Background: an optimization exercise with open tools, aiming at small area and a short achievable clock period. Do not read the settings as production practice. RTL that was checked went through simulation tests only; none was proved equivalent to the original. Power figures rest on the tool's default switching activity, not on a simulated workload.

==> v13: inputs <==
==> flow/design.v <==
module output_timing#(
  parameter HFP_WIDTH=8,
  parameter HSW_WIDTH=4,
  parameter HBP_WIDTH=8,
  parameter HACTIVE_WIDTH=16,
  parameter DATA_WIDTH=8,
  parameter VFP_WIDTH=8,
  parameter VSW_WIDTH=4,
  parameter VBP_WIDTH=8,
  parameter VACTIVE_WIDTH=16
)(
  input                       clk,
  input                       rst_n,
  input                       sync_en,
  input                       hpol_i,
  input [HFP_WIDTH-1:0]       hfp_i,
  input [HSW_WIDTH-1:0]       hsw_i,
  input [HBP_WIDTH-1:0]       hbp_i,
  input [HACTIVE_WIDTH-1:0]   hactive_i,
  input [VFP_WIDTH-1:0]       vfp_i,
  input [VSW_WIDTH-1:0]       vsw_i,
  input [VBP_WIDTH-1:0]       vbp_i,
  input [VACTIVE_WIDTH-1:0]   vactive_i,
  input [DATA_WIDTH-1:0]      datar_i,
  input [DATA_WIDTH-1:0]      datag_i,
  input [DATA_WIDTH-1:0]      datab_i,
  output [DATA_WIDTH-1:0]     datar_o,
  output [DATA_WIDTH-1:0]     datag_o,
  output [DATA_WIDTH-1:0]     datab_o,
  output                      hsync_o,
  output                      vsync_o,
  output                      de_o
);
localparam [1:0] FP = 2'd0, SW = 2'd1, BP = 2'd2, POST = 2'd3;
localparam [1:0] PRE = 2'd0, ACT = 2'd1, END = 2'd2, UNR = 2'd3;
function [7:0] csa;
  input [7:0] fp;
  input [3:0] sw;
  input [7:0] bp;
  begin
    csa = {fp[3:0] ^ bp[3:0] ^ sw,
           (fp[3:0] & bp[3:0]) | (fp[3:0] & sw) | (bp[3:0] & sw)};
  end
endfunction
function eqk;
  input [7:0] sk;
  input [5:0] c;
  reg   [5:0] x, y, g;
  begin
    x   = {2'b00, sk[7:4]};
    y   = {1'b0, sk[3:0], 1'b0};
    g   = (x & y) | ((x | y) & ~c);
    eqk = ((x ^ y ^ c) == {g[4:0], 1'b0});
  end
endfunction
function [4:0] wrapinfo;
  input [7:0] fp;
  input [3:0] sw;
  input [7:0] bp;
  reg   [7:0] sk;
  reg   [3:0] s, k;
  reg         g1, g2, g3, t2, t3, c3;
  begin
    sk = csa(fp, sw, bp);
    s  = sk[7:4];
    k  = sk[3:0];
    g1 = s[1] & k[0];
    g2 = s[2] & k[1];
    g3 = s[3] & k[2];
    t2 = s[2] | k[1];
    t3 = s[3] | k[2];
    c3 = g2 | (t2 & g1);
    wrapinfo = {(&fp[7:4]) & (&bp[7:4]) & k[3] & (g3 | (t3 & c3)),
                s[3] ^ k[2] ^ c3, s[2] ^ k[1] ^ g1, s[1] ^ k[0], s[0]};
  end
endfunction
wire hfp_z = ~|hfp_i;
wire hsw_z = ~|hsw_i;
wire hbp_z = ~|hbp_i;
wire hfp_1 = (hfp_i == 8'd1);
wire hsw_1 = (hsw_i == 4'd1);
wire hbp_1 = (hbp_i == 8'd1);
wire hfp_2 = (hfp_i == 8'd2);
wire hsw_2 = (hsw_i == 4'd2);
wire hbp_2 = (hbp_i == 8'd2);
wire ha_z  = ~|hactive_i;
wire ha_1  = (hactive_i == 16'd1);
wire ha_2  = (hactive_i == 16'd2);
wire [4:0] hwi = wrapinfo(hfp_i, hsw_i, hbp_i);
wire [7:0] hcs = csa(hfp_i, hsw_i, hbp_i);
wire       hff = (&hfp_i[7:4]) & (&hbp_i[7:4]);
reg       hw_r, hc0_r, hc1_r, ha_zr, ha_1r, ha_2r, hpfp_r, hpsw_r;
reg [3:0] hcw_r;
always @(posedge clk) begin
  hw_r   <= hwi[4];
  hcw_r  <= hwi[3:0];
  hc0_r  <= (hff & eqk(hcs, 6'd32)) | (hfp_z & hsw_z & hbp_z);
  hc1_r  <= (hff & eqk(hcs, 6'd33)) | (hfp_1 & hsw_z & hbp_z) | (hfp_z & hsw_1 & hbp_z)
          | (hfp_z & hsw_z & hbp_1);
  ha_zr  <= ha_z;
  ha_1r  <= ha_1;
  ha_2r  <= ha_2;
  hpfp_r <= hsw_z & hbp_z;
  hpsw_r <= hbp_z;
end
wire [1:0] he0_p = hc0_r ? (ha_zr ? END : ACT) : PRE;
wire       he0_l = hc0_r ? ha_1r : (hcw_r == 4'd1);
wire [1:0] he1_p = hc0_r ? ((ha_zr | ha_1r) ? END : ACT)
                 : hc1_r ? (ha_zr ? END : ACT) : PRE;
wire       he1_l = hc0_r ? ha_2r : hc1_r ? ha_1r : (hcw_r == 4'd2);
wire       he1_3 = !hc1_r;      
reg [1:0] hsp_r;
reg [7:0] hsk_r;     
reg       hsl_r;     
wire [1:0] hp0   = !hfp_z ? FP : !hsw_z ? SW : !hbp_z ? BP : POST;
wire [1:0] hp0n  = !hfp_z ? (!hsw_z ? SW : !hbp_z ? BP : POST)
                 : !hsw_z ? (!hbp_z ? BP : POST) : POST;
wire       hl0_1 = !hfp_z ? hfp_1 : !hsw_z ? hsw_1 : hbp_1;
wire       hl0_2 = !hfp_z ? hfp_2 : !hsw_z ? hsw_2 : hbp_2;
wire       hl0n1 = !hfp_z ? (!hsw_z ? hsw_1 : hbp_1) : hbp_1;
wire [1:0] hp1   = hl0_1 ? hp0n : hp0;
wire       hs1_3 = !hl0_1;
wire       hs1_l = hl0_1 ? hl0n1 : hl0_2;
wire [1:0] hsn = (hsp_r == FP) ? (!hsw_z ? SW : !hbp_z ? BP : POST)
               : (hsp_r == SW) ? (!hbp_z ? BP : POST) : POST;
wire       hsn_1 = (hsp_r == FP) ? (!hsw_z ? hsw_1 : hbp_1) : hbp_1;
wire       hsa_post = (hsp_r == POST)
                    | (hsl_r & ((hsp_r == BP) | ((hsp_r == FP) & hpfp_r) | ((hsp_r == SW) & hpsw_r)));
wire [7:0] hs_len = (hsp_r == FP) ? hfp_i : (hsp_r == SW) ? {4'd0, hsw_i} : hbp_i;
reg [1:0]  hep_r;
reg [15:0] hke_r;    
reg        hel_r;
wire        hunr  = (hep_r == UNR);
wire [1:0]  he_p  = hunr ? he1_p : hep_r;
wire        he_l  = hunr ? he1_l : hel_r;
wire [15:0] he_k  = {hke_r[15:2], hke_r[1] | hunr, hke_r[0] | (hunr & he1_3)};
wire h_reach_c = hw_r ? he_l : hsa_post;
wire h_at_end  = (he_p == END);
wire h_end     = ((he_p == ACT) & he_l) | ((he_p == PRE) & h_reach_c & ha_zr);
always @(posedge clk) begin
  if (!rst_n | h_at_end) begin
    hsp_r <= hp1;
    hsk_r <= {6'd1, hs1_3};
    hsl_r <= hs1_l;
  end else if (!sync_en) begin
    hsp_r <= hp0;
    hsk_r <= 8'd2;
    hsl_r <= hl0_1;
  end else if (hsl_r) begin
    hsp_r <= hsn;
    hsk_r <= 8'd2;
    hsl_r <= hsn_1;
  end else begin
    hsk_r <= hsk_r + 8'd1;
    hsl_r <= (hsk_r == hs_len);
  end
end
always @(posedge clk) begin
  if (!rst_n) begin
    hep_r <= UNR;
    hke_r <= 16'd0;
  end else if (h_at_end) begin
    hep_r <= he1_p;
    hke_r <= {15'd1, he1_3};
    hel_r <= he1_l;
  end else if (!sync_en) begin
    hep_r <= he0_p;
    hke_r <= 16'd2;
    hel_r <= he0_l;
  end else if ((he_p == PRE) & h_reach_c) begin
    hep_r <= ha_zr ? END : ACT;
    hke_r <= 16'd2;
    hel_r <= ha_1r;
  end else if ((he_p == ACT) & he_l) begin
    hep_r <= END;
  end else begin
    hep_r <= he_p;
    hke_r <= he_k + 16'd1;
    hel_r <= (he_p == PRE) ? (he_k[3:0] == hcw_r) : (he_k == hactive_i);
  end
end
reg hsync_r, de_r;
always @(posedge clk) begin
  hsync_r <= rst_n & sync_en & (hsp_r == SW);
  de_r    <= rst_n & sync_en & (he_p == ACT);
end
assign hsync_o = hsync_r;
assign de_o    = de_r;
wire vfp_z = ~|vfp_i;
wire vsw_z = ~|vsw_i;
wire vbp_z = ~|vbp_i;
wire vfp_1 = (vfp_i == 8'd1);
wire vsw_1 = (vsw_i == 4'd1);
wire vbp_1 = (vbp_i == 8'd1);
wire va_z  = ~|vactive_i;
wire va_1  = (vactive_i == 16'd1);
wire [1:0] vp0   = !vfp_z ? FP : !vsw_z ? SW : !vbp_z ? BP : POST;
wire       vl0_1 = !vfp_z ? vfp_1 : !vsw_z ? vsw_1 : vbp_1;
wire [4:0] vwi = wrapinfo(vfp_i, vsw_i, vbp_i);
wire [7:0] vcs = csa(vfp_i, vsw_i, vbp_i);
wire       vff = (&vfp_i[7:4]) & (&vbp_i[7:4]);
reg       vw_r, vc0_r, va_zr, va_1r, vpfp_r, vpsw_r, vl0_1r;
reg [1:0] vp0_r;
reg [3:0] vcw_r;
always @(posedge clk) begin
  vw_r   <= vwi[4];
  vcw_r  <= vwi[3:0];
  vc0_r  <= (vff & eqk(vcs, 6'd32)) | (vfp_z & vsw_z & vbp_z);
  va_zr  <= va_z;
  va_1r  <= va_1;
  vpfp_r <= vsw_z & vbp_z;
  vpsw_r <= vbp_z;
  vp0_r  <= vp0;
  vl0_1r <= vl0_1;
end
wire [1:0] ve0_p = vc0_r ? (va_zr ? END : ACT) : PRE;
wire       ve0_l = vc0_r ? va_1r : (vcw_r == 4'd1);
reg [1:0] vsp_r;
reg [7:0] vsk_r;
reg       vsl_r;
wire       vunr  = (vep_r == UNR);
wire [1:0] vsp_e = vunr ? vp0_r : vsp_r;
wire       vsl_e = vunr ? vl0_1r : vsl_r;
wire [7:0] vsk_e = {vsk_r[7:2], vsk_r[1] | vunr, vsk_r[0]};
wire [1:0] vsn = (vsp_e == FP) ? (!vsw_z ? SW : !vbp_z ? BP : POST)
               : (vsp_e == SW) ? (!vbp_z ? BP : POST) : POST;
wire       vsn_1 = (vsp_e == FP) ? (!vsw_z ? vsw_1 : vbp_1) : vbp_1;
wire       vsa_post = (vsp_e == POST)
                    | (vsl_e & ((vsp_e == BP) | ((vsp_e == FP) & vpfp_r) | ((vsp_e == SW) & vpsw_r)));
wire [7:0] vs_len = (vsp_e == FP) ? vfp_i : (vsp_e == SW) ? {4'd0, vsw_i} : vbp_i;
reg [1:0]  vep_r;
reg [15:0] vke_r;
reg        vel_r;
wire [1:0]  ve_p  = vunr ? ve0_p : vep_r;
wire        ve_l  = vunr ? ve0_l : vel_r;
wire [15:0] ve_k  = {vke_r[15:2], vke_r[1] | vunr, vke_r[0]};
wire v_reach_c = vw_r ? ve_l : vsa_post;
wire v_last    = (ve_p == END) | ((ve_p == ACT) & ve_l)
               | ((ve_p == PRE) & v_reach_c & va_zr);
always @(posedge clk) begin
  if (!rst_n | v_last) begin
    vsk_r <= 8'd0;
  end else if (h_end) begin
    if (vsl_e) begin
      vsp_r <= vsn;
      vsk_r <= 8'd2;
      vsl_r <= vsn_1;
    end else begin
      vsp_r <= vsp_e;
      vsk_r <= vsk_e + 8'd1;
      vsl_r <= (vsk_e == vs_len);
    end
  end
end
always @(posedge clk) begin
  if (!rst_n) begin
    vep_r <= UNR;
    vke_r <= 16'd0;
  end else if (v_last) begin
    vep_r <= UNR;
    vke_r <= 16'd0;
  end else if (h_end) begin
    if ((ve_p == PRE) & v_reach_c) begin
      vep_r <= ACT;
      vke_r <= 16'd2;
      vel_r <= va_1r;
    end else begin
      vep_r <= ve_p;
      vke_r <= ve_k + 16'd1;
      vel_r <= (ve_p == PRE) ? (ve_k[3:0] == vcw_r) : (ve_k == vactive_i);
    end
  end
end
reg vsync_r;
always @(posedge clk) begin
  vsync_r <= rst_n & (vw_r ? (vsp_e != FP) : ((vsp_e == SW) | (ve_p == ACT)));
end
assign vsync_o = vsync_r;
reg [DATA_WIDTH-1:0] datar_r;
reg [DATA_WIDTH-1:0] datag_r;
reg [DATA_WIDTH-1:0] datab_r;
always @(posedge clk) begin
  if (!rst_n) begin
    datar_r <= {DATA_WIDTH{1'b0}};
    datag_r <= {DATA_WIDTH{1'b0}};
    datab_r <= {DATA_WIDTH{1'b0}};
  end else begin
    datar_r <= datar_i;
    datag_r <= datag_i;
    datab_r <= datab_i;
  end
end
assign datar_o = datar_r;
assign datag_o = datag_r;
assign datab_o = datab_r;
endmodule
==> flow/flow/run.sh <==
#!/bin/bash
# Standard ORFS layout, with plain buf_1 cells as the port buffers instead of
# the default delay-buffer cells, and timing repair aiming at 5.0 ns of setup
# slack.  Each tool's log is under orfs/logs/; make's output is in flow_make.log.
set -euo pipefail
bash standard.sh "BUFFER_PORTS_ARGS=-buffer_cell sky130_fd_sc_hd__buf_1" SETUP_SLACK_MARGIN=5.0 finish > flow_make.log 2>&1
==> flow/standard.sh <==
#!/bin/bash
# synth_recipe.tcl (not shown) runs the flow's synth.tcl, then flattens the netlist and writes it again
# the make line also repeats each setting of config.mk as NAME=value (left out here)
make -C /OpenROAD-flow-scripts/flow DESIGN_CONFIG=/design/flow/config.mk WORK_HOME=/design/flow/orfs CLKGATE_MAP_FILE= SYNTH_SCRIPT=/design/flow/synth_recipe.tcl "${@:-finish}"
==> flow/config.mk <==
export PLATFORM = sky130hd
export DESIGN_NAME = output_timing
export DESIGN_NICKNAME = output_timing
export VERILOG_FILES = /design/flow/design.v
export SDC_FILE = /design/flow/constraint.sdc
export NUM_CORES = 4
export LEC_CHECK = 0
export CAP_MARGIN = 20
export CORE_MARGIN = 2
export CORE_UTILIZATION = 65
export SLEW_MARGIN = 20
==> flow/constraint.sdc <==
create_clock -name core_clock -period 8.0 [get_ports {clk}]
set_input_delay 1.6000 -clock core_clock [delete_from_list [all_inputs] [get_ports {clk}]]
set_output_delay 1.6000 -clock core_clock [all_outputs]
set_load 0.01 [all_outputs]
==> v29: changes against v13 <==
==> flow/flow/run.sh (replaced) <==
#!/bin/bash
# Standard ORFS layout, with plain buf_1 cells as the port buffers instead of
# the default delay-buffer cells, and timing repair aiming at 5.2 ns of setup
# slack.  Each tool's log is under orfs/logs/; make's output is in flow_make.log.
set -euo pipefail
bash standard.sh "BUFFER_PORTS_ARGS=-buffer_cell sky130_fd_sc_hd__buf_1" SETUP_SLACK_MARGIN=5.2 finish > flow_make.log 2>&1
--- a/flow/config.mk
+++ b/flow/config.mk
@@ -9,3 +9,3 @@
 export CORE_MARGIN = 2
-export CORE_UTILIZATION = 65
+export CORE_UTILIZATION = 60
 export SLEW_MARGIN = 20
==> v22: changes against v13 <==
--- a/flow/design.v
+++ b/flow/design.v
@@ -56,20 +56,8 @@
 function [4:0] wrapinfo;
-  input [7:0] fp;
-  input [3:0] sw;
-  input [7:0] bp;
-  reg   [7:0] sk;
-  reg   [3:0] s, k;
-  reg         g1, g2, g3, t2, t3, c3;
+  input [7:0] sk;
+  input       ff;
+  reg   [5:0] n;
   begin
-    sk = csa(fp, sw, bp);
-    s  = sk[7:4];
-    k  = sk[3:0];
-    g1 = s[1] & k[0];
-    g2 = s[2] & k[1];
-    g3 = s[3] & k[2];
-    t2 = s[2] | k[1];
-    t3 = s[3] | k[2];
-    c3 = g2 | (t2 & g1);
-    wrapinfo = {(&fp[7:4]) & (&bp[7:4]) & k[3] & (g3 | (t3 & c3)),
-                s[3] ^ k[2] ^ c3, s[2] ^ k[1] ^ g1, s[1] ^ k[0], s[0]};
+    n = {2'b00, sk[7:4]} + {1'b0, sk[3:0], 1'b0};
+    wrapinfo = {ff & n[5], n[3:0]};
   end
@@ -88,10 +76,9 @@
 wire ha_2  = (hactive_i == 16'd2);
-wire [4:0] hwi = wrapinfo(hfp_i, hsw_i, hbp_i);
 wire [7:0] hcs = csa(hfp_i, hsw_i, hbp_i);
 wire       hff = (&hfp_i[7:4]) & (&hbp_i[7:4]);
-reg       hw_r, hc0_r, hc1_r, ha_zr, ha_1r, ha_2r, hpfp_r, hpsw_r;
-reg [3:0] hcw_r;
-always @(posedge clk) begin
-  hw_r   <= hwi[4];
-  hcw_r  <= hwi[3:0];
+reg       hff_r, hc0_r, hc1_r, hw33_r, hw34_r, ha_zr, ha_1r, ha_2r, hpfp_r, hpsw_r;
+reg [7:0] hcs_r;
+always @(posedge clk) begin
+  hcs_r  <= hcs;
+  hff_r  <= hff;
   hc0_r  <= (hff & eqk(hcs, 6'd32)) | (hfp_z & hsw_z & hbp_z);
@@ -99,2 +86,4 @@
           | (hfp_z & hsw_z & hbp_1);
+  hw33_r <= hff & eqk(hcs, 6'd33);
+  hw34_r <= hff & eqk(hcs, 6'd34);
   ha_zr  <= ha_z;
@@ -105,7 +94,10 @@
 end
+wire [4:0] hwi   = wrapinfo(hcs_r, hff_r);
+wire       hw_r  = hwi[4];
+wire [3:0] hcw_r = hwi[3:0];
 wire [1:0] he0_p = hc0_r ? (ha_zr ? END : ACT) : PRE;
-wire       he0_l = hc0_r ? ha_1r : (hcw_r == 4'd1);
+wire       he0_l = hc0_r ? ha_1r : hw33_r;
 wire [1:0] he1_p = hc0_r ? ((ha_zr | ha_1r) ? END : ACT)
                  : hc1_r ? (ha_zr ? END : ACT) : PRE;
-wire       he1_l = hc0_r ? ha_2r : hc1_r ? ha_1r : (hcw_r == 4'd2);
+wire       he1_l = hc0_r ? ha_2r : hc1_r ? ha_1r : hw34_r;
 wire       he1_3 = !hc1_r;      
@@ -136,3 +128,3 @@
 wire [15:0] he_k  = {hke_r[15:2], hke_r[1] | hunr, hke_r[0] | (hunr & he1_3)};
-wire h_reach_c = hw_r ? he_l : hsa_post;
+wire h_reach_c = he_l | hsa_post;    
 wire h_at_end  = (he_p == END);
@@ -178,3 +170,3 @@
     hke_r <= he_k + 16'd1;
-    hel_r <= (he_p == PRE) ? (he_k[3:0] == hcw_r) : (he_k == hactive_i);
+    hel_r <= (he_p == PRE) ? (hw_r & (he_k[3:0] == hcw_r)) : (he_k == hactive_i);
   end
@@ -198,12 +190,12 @@
 wire       vl0_1 = !vfp_z ? vfp_1 : !vsw_z ? vsw_1 : vbp_1;
-wire [4:0] vwi = wrapinfo(vfp_i, vsw_i, vbp_i);
 wire [7:0] vcs = csa(vfp_i, vsw_i, vbp_i);
 wire       vff = (&vfp_i[7:4]) & (&vbp_i[7:4]);
-reg       vw_r, vc0_r, va_zr, va_1r, vpfp_r, vpsw_r, vl0_1r;
+reg       vff_r, vc0_r, vw33_r, va_zr, va_1r, vpfp_r, vpsw_r, vl0_1r;
 reg [1:0] vp0_r;
-reg [3:0] vcw_r;
-always @(posedge clk) begin
-  vw_r   <= vwi[4];
-  vcw_r  <= vwi[3:0];
+reg [7:0] vcs_r;
+always @(posedge clk) begin
+  vcs_r  <= vcs;
+  vff_r  <= vff;
   vc0_r  <= (vff & eqk(vcs, 6'd32)) | (vfp_z & vsw_z & vbp_z);
+  vw33_r <= vff & eqk(vcs, 6'd33);
   va_zr  <= va_z;
@@ -215,4 +207,7 @@
 end
+wire [4:0] vwi   = wrapinfo(vcs_r, vff_r);
+wire       vw_r  = vwi[4];
+wire [3:0] vcw_r = vwi[3:0];
 wire [1:0] ve0_p = vc0_r ? (va_zr ? END : ACT) : PRE;
-wire       ve0_l = vc0_r ? va_1r : (vcw_r == 4'd1);
+wire       ve0_l = vc0_r ? va_1r : vw33_r;
 reg [1:0] vsp_r;
@@ -236,3 +231,3 @@
 wire [15:0] ve_k  = {vke_r[15:2], vke_r[1] | vunr, vke_r[0]};
-wire v_reach_c = vw_r ? ve_l : vsa_post;
+wire v_reach_c = ve_l | vsa_post;
 wire v_last    = (ve_p == END) | ((ve_p == ACT) & ve_l)
@@ -269,3 +264,3 @@
       vke_r <= ve_k + 16'd1;
-      vel_r <= (ve_p == PRE) ? (ve_k[3:0] == vcw_r) : (ve_k == vactive_i);
+      vel_r <= (ve_p == PRE) ? (vw_r & (ve_k[3:0] == vcw_r)) : (ve_k == vactive_i);
     end
==> flow/flow/run.sh (replaced) <==
#!/bin/bash
# Standard ORFS layout, with plain buf_1 cells as the port buffers instead of
# the default delay-buffer cells, and timing repair aiming at 5.5 ns of setup
# slack.  Each tool's log is under orfs/logs/; make's output is in flow_make.log.
set -euo pipefail
bash standard.sh "BUFFER_PORTS_ARGS=-buffer_cell sky130_fd_sc_hd__buf_1" SETUP_SLACK_MARGIN=5.5 finish > flow_make.log 2>&1
==> v38: changes against v13 <==
--- a/flow/design.v
+++ b/flow/design.v
@@ -56,20 +56,8 @@
 function [4:0] wrapinfo;
-  input [7:0] fp;
-  input [3:0] sw;
-  input [7:0] bp;
-  reg   [7:0] sk;
-  reg   [3:0] s, k;
-  reg         g1, g2, g3, t2, t3, c3;
+  input [7:0] sk;
+  input       ff;
+  reg   [5:0] n;
   begin
-    sk = csa(fp, sw, bp);
-    s  = sk[7:4];
-    k  = sk[3:0];
-    g1 = s[1] & k[0];
-    g2 = s[2] & k[1];
-    g3 = s[3] & k[2];
-    t2 = s[2] | k[1];
-    t3 = s[3] | k[2];
-    c3 = g2 | (t2 & g1);
-    wrapinfo = {(&fp[7:4]) & (&bp[7:4]) & k[3] & (g3 | (t3 & c3)),
-                s[3] ^ k[2] ^ c3, s[2] ^ k[1] ^ g1, s[1] ^ k[0], s[0]};
+    n = {2'b00, sk[7:4]} + {1'b0, sk[3:0], 1'b0};
+    wrapinfo = {ff & n[5], n[3:0]};
   end
@@ -88,10 +76,9 @@
 wire ha_2  = (hactive_i == 16'd2);
-wire [4:0] hwi = wrapinfo(hfp_i, hsw_i, hbp_i);
 wire [7:0] hcs = csa(hfp_i, hsw_i, hbp_i);
 wire       hff = (&hfp_i[7:4]) & (&hbp_i[7:4]);
-reg       hw_r, hc0_r, hc1_r, ha_zr, ha_1r, ha_2r, hpfp_r, hpsw_r;
-reg [3:0] hcw_r;
-always @(posedge clk) begin
-  hw_r   <= hwi[4];
-  hcw_r  <= hwi[3:0];
+reg       hff_r, hc0_r, hc1_r, hw33_r, hw34_r, ha_zr, ha_1r, ha_2r, hpfp_r, hpsw_r;
+reg [7:0] hcs_r;
+always @(posedge clk) begin
+  hcs_r  <= hcs;
+  hff_r  <= hff;
   hc0_r  <= (hff & eqk(hcs, 6'd32)) | (hfp_z & hsw_z & hbp_z);
@@ -99,2 +86,4 @@
           | (hfp_z & hsw_z & hbp_1);
+  hw33_r <= hff & eqk(hcs, 6'd33);
+  hw34_r <= hff & eqk(hcs, 6'd34);
   ha_zr  <= ha_z;
@@ -105,7 +94,10 @@
 end
+wire [4:0] hwi   = wrapinfo(hcs_r, hff_r);
+wire       hw_r  = hwi[4];
+wire [3:0] hcw_r = hwi[3:0];
 wire [1:0] he0_p = hc0_r ? (ha_zr ? END : ACT) : PRE;
-wire       he0_l = hc0_r ? ha_1r : (hcw_r == 4'd1);
+wire       he0_l = hc0_r ? ha_1r : hw33_r;
 wire [1:0] he1_p = hc0_r ? ((ha_zr | ha_1r) ? END : ACT)
                  : hc1_r ? (ha_zr ? END : ACT) : PRE;
-wire       he1_l = hc0_r ? ha_2r : hc1_r ? ha_1r : (hcw_r == 4'd2);
+wire       he1_l = hc0_r ? ha_2r : hc1_r ? ha_1r : hw34_r;
 wire       he1_3 = !hc1_r;      
@@ -136,3 +128,3 @@
 wire [15:0] he_k  = {hke_r[15:2], hke_r[1] | hunr, hke_r[0] | (hunr & he1_3)};
-wire h_reach_c = hw_r ? he_l : hsa_post;
+wire h_reach_c = he_l | hsa_post;    
 wire h_at_end  = (he_p == END);
@@ -178,3 +170,3 @@
     hke_r <= he_k + 16'd1;
-    hel_r <= (he_p == PRE) ? (he_k[3:0] == hcw_r) : (he_k == hactive_i);
+    hel_r <= (he_p == PRE) ? (hw_r & (he_k[3:0] == hcw_r)) : (he_k == hactive_i);
   end
@@ -198,12 +190,12 @@
 wire       vl0_1 = !vfp_z ? vfp_1 : !vsw_z ? vsw_1 : vbp_1;
-wire [4:0] vwi = wrapinfo(vfp_i, vsw_i, vbp_i);
 wire [7:0] vcs = csa(vfp_i, vsw_i, vbp_i);
 wire       vff = (&vfp_i[7:4]) & (&vbp_i[7:4]);
-reg       vw_r, vc0_r, va_zr, va_1r, vpfp_r, vpsw_r, vl0_1r;
+reg       vff_r, vc0_r, vw33_r, va_zr, va_1r, vpfp_r, vpsw_r, vl0_1r;
 reg [1:0] vp0_r;
-reg [3:0] vcw_r;
-always @(posedge clk) begin
-  vw_r   <= vwi[4];
-  vcw_r  <= vwi[3:0];
+reg [7:0] vcs_r;
+always @(posedge clk) begin
+  vcs_r  <= vcs;
+  vff_r  <= vff;
   vc0_r  <= (vff & eqk(vcs, 6'd32)) | (vfp_z & vsw_z & vbp_z);
+  vw33_r <= vff & eqk(vcs, 6'd33);
   va_zr  <= va_z;
@@ -215,4 +207,7 @@
 end
+wire [4:0] vwi   = wrapinfo(vcs_r, vff_r);
+wire       vw_r  = vwi[4];
+wire [3:0] vcw_r = vwi[3:0];
 wire [1:0] ve0_p = vc0_r ? (va_zr ? END : ACT) : PRE;
-wire       ve0_l = vc0_r ? va_1r : (vcw_r == 4'd1);
+wire       ve0_l = vc0_r ? va_1r : vw33_r;
 reg [1:0] vsp_r;
@@ -236,3 +231,3 @@
 wire [15:0] ve_k  = {vke_r[15:2], vke_r[1] | vunr, vke_r[0]};
-wire v_reach_c = vw_r ? ve_l : vsa_post;
+wire v_reach_c = ve_l | vsa_post;
 wire v_last    = (ve_p == END) | ((ve_p == ACT) & ve_l)
@@ -269,3 +264,3 @@
       vke_r <= ve_k + 16'd1;
-      vel_r <= (ve_p == PRE) ? (ve_k[3:0] == vcw_r) : (ve_k == vactive_i);
+      vel_r <= (ve_p == PRE) ? (vw_r & (ve_k[3:0] == vcw_r)) : (ve_k == vactive_i);
     end
==> comparison table <==
metric                                                                   v22           v29           v13           v38
Highest fanout seen on the critical path                                   3             2             3             5
Clock skew after layout                                           0.00829 ns     0.0111 ns     0.0190 ns    0.00703 ns
Synthesized cell area                                           0.00667 mm^2  0.00627 mm^2  0.00627 mm^2  0.00667 mm^2
Fraction of area in multi-input gates                                  48.3%         51.7%         53.6%         49.0%
Final worst-path cycle share                                           36.9%         37.0%         37.3%         36.8%
Proportion of synthesized area in mux cells                            2.63%         2.98%         2.98%         2.63%
Final HPWL DP                                                       11600 um      10400 um      10600 um      11400 um
Maximum clock frequency                                              339 MHz       338 MHz       335 MHz       340 MHz
Tmin final                                                           2.95 ns       2.96 ns       2.98 ns       2.94 ns
Insertion delay to the later sink of the worst-skew pair             0.53 ns       0.39 ns       0.38 ns       0.52 ns
Outcome                                             timing/DRC/antenna clean  timing/DRC/antenna clean  timing/DRC/antenna clean  timing/DRC/antenna clean
Global placer's final weighted congestion                              0.911         0.895         0.904         0.892
Largest net degree at the start of global routing                         36            34            34            36
Core Box Area                                                   0.00986 mm^2   0.0102 mm^2  0.00928 mm^2  0.00986 mm^2
Sequential-cell power consumption                                   0.661 mW      0.622 mW      0.624 mW      0.659 mW
Area share of the leading cell type in the synthesized netlist         34.8%         33.5%         33.5%         34.8%
Xor-xnor portion of the synthesized cell area                          12.7%         13.4%         13.4%         12.7%
Function not checked in v22 and v38: the RTL went through the layout flow alone.

[port drivers added, routing unchanged]
No port has a modelled driver above. Below, the same layouts with a new extraction and two added sets of constraints.
Step 1, drivers: a clkbuf_16 drives clk and a buf_2 each remaining input, both assumed.
Step 2 also shifts input and output timing later by t, the mid clock arrival at the registers, as if the neighbouring blocks saw the same clock.
Slacks: no drivers / after step 1 / after step 2; pairs: no drivers / after step 1.
| run | t, ns | setup slack, ns | worst setup path after step 2 | clock arrival spread, ns |
|---|---|---|---|---|
| v13 | 0.406 | 5.016 / 5.031 / 4.625 | input to register | 0.021 / 0.022 |
| v29 | 0.415 | 5.044 / 5.040 / 4.624 | input to register | 0.011 / 0.011 |
| v22 | 0.566 | 5.046 / 5.047 / 4.481 | input to register | 0.008 / 0.008 |
| v38 | 0.558 | 5.055 / 5.066 / 4.509 | input to register | 0.008 / 0.007 |
After both steps every run listed still meets setup and hold. The setup slack of v22, which loses most, moves by +0.001 ns with the drivers and by -0.565 ns with both steps.
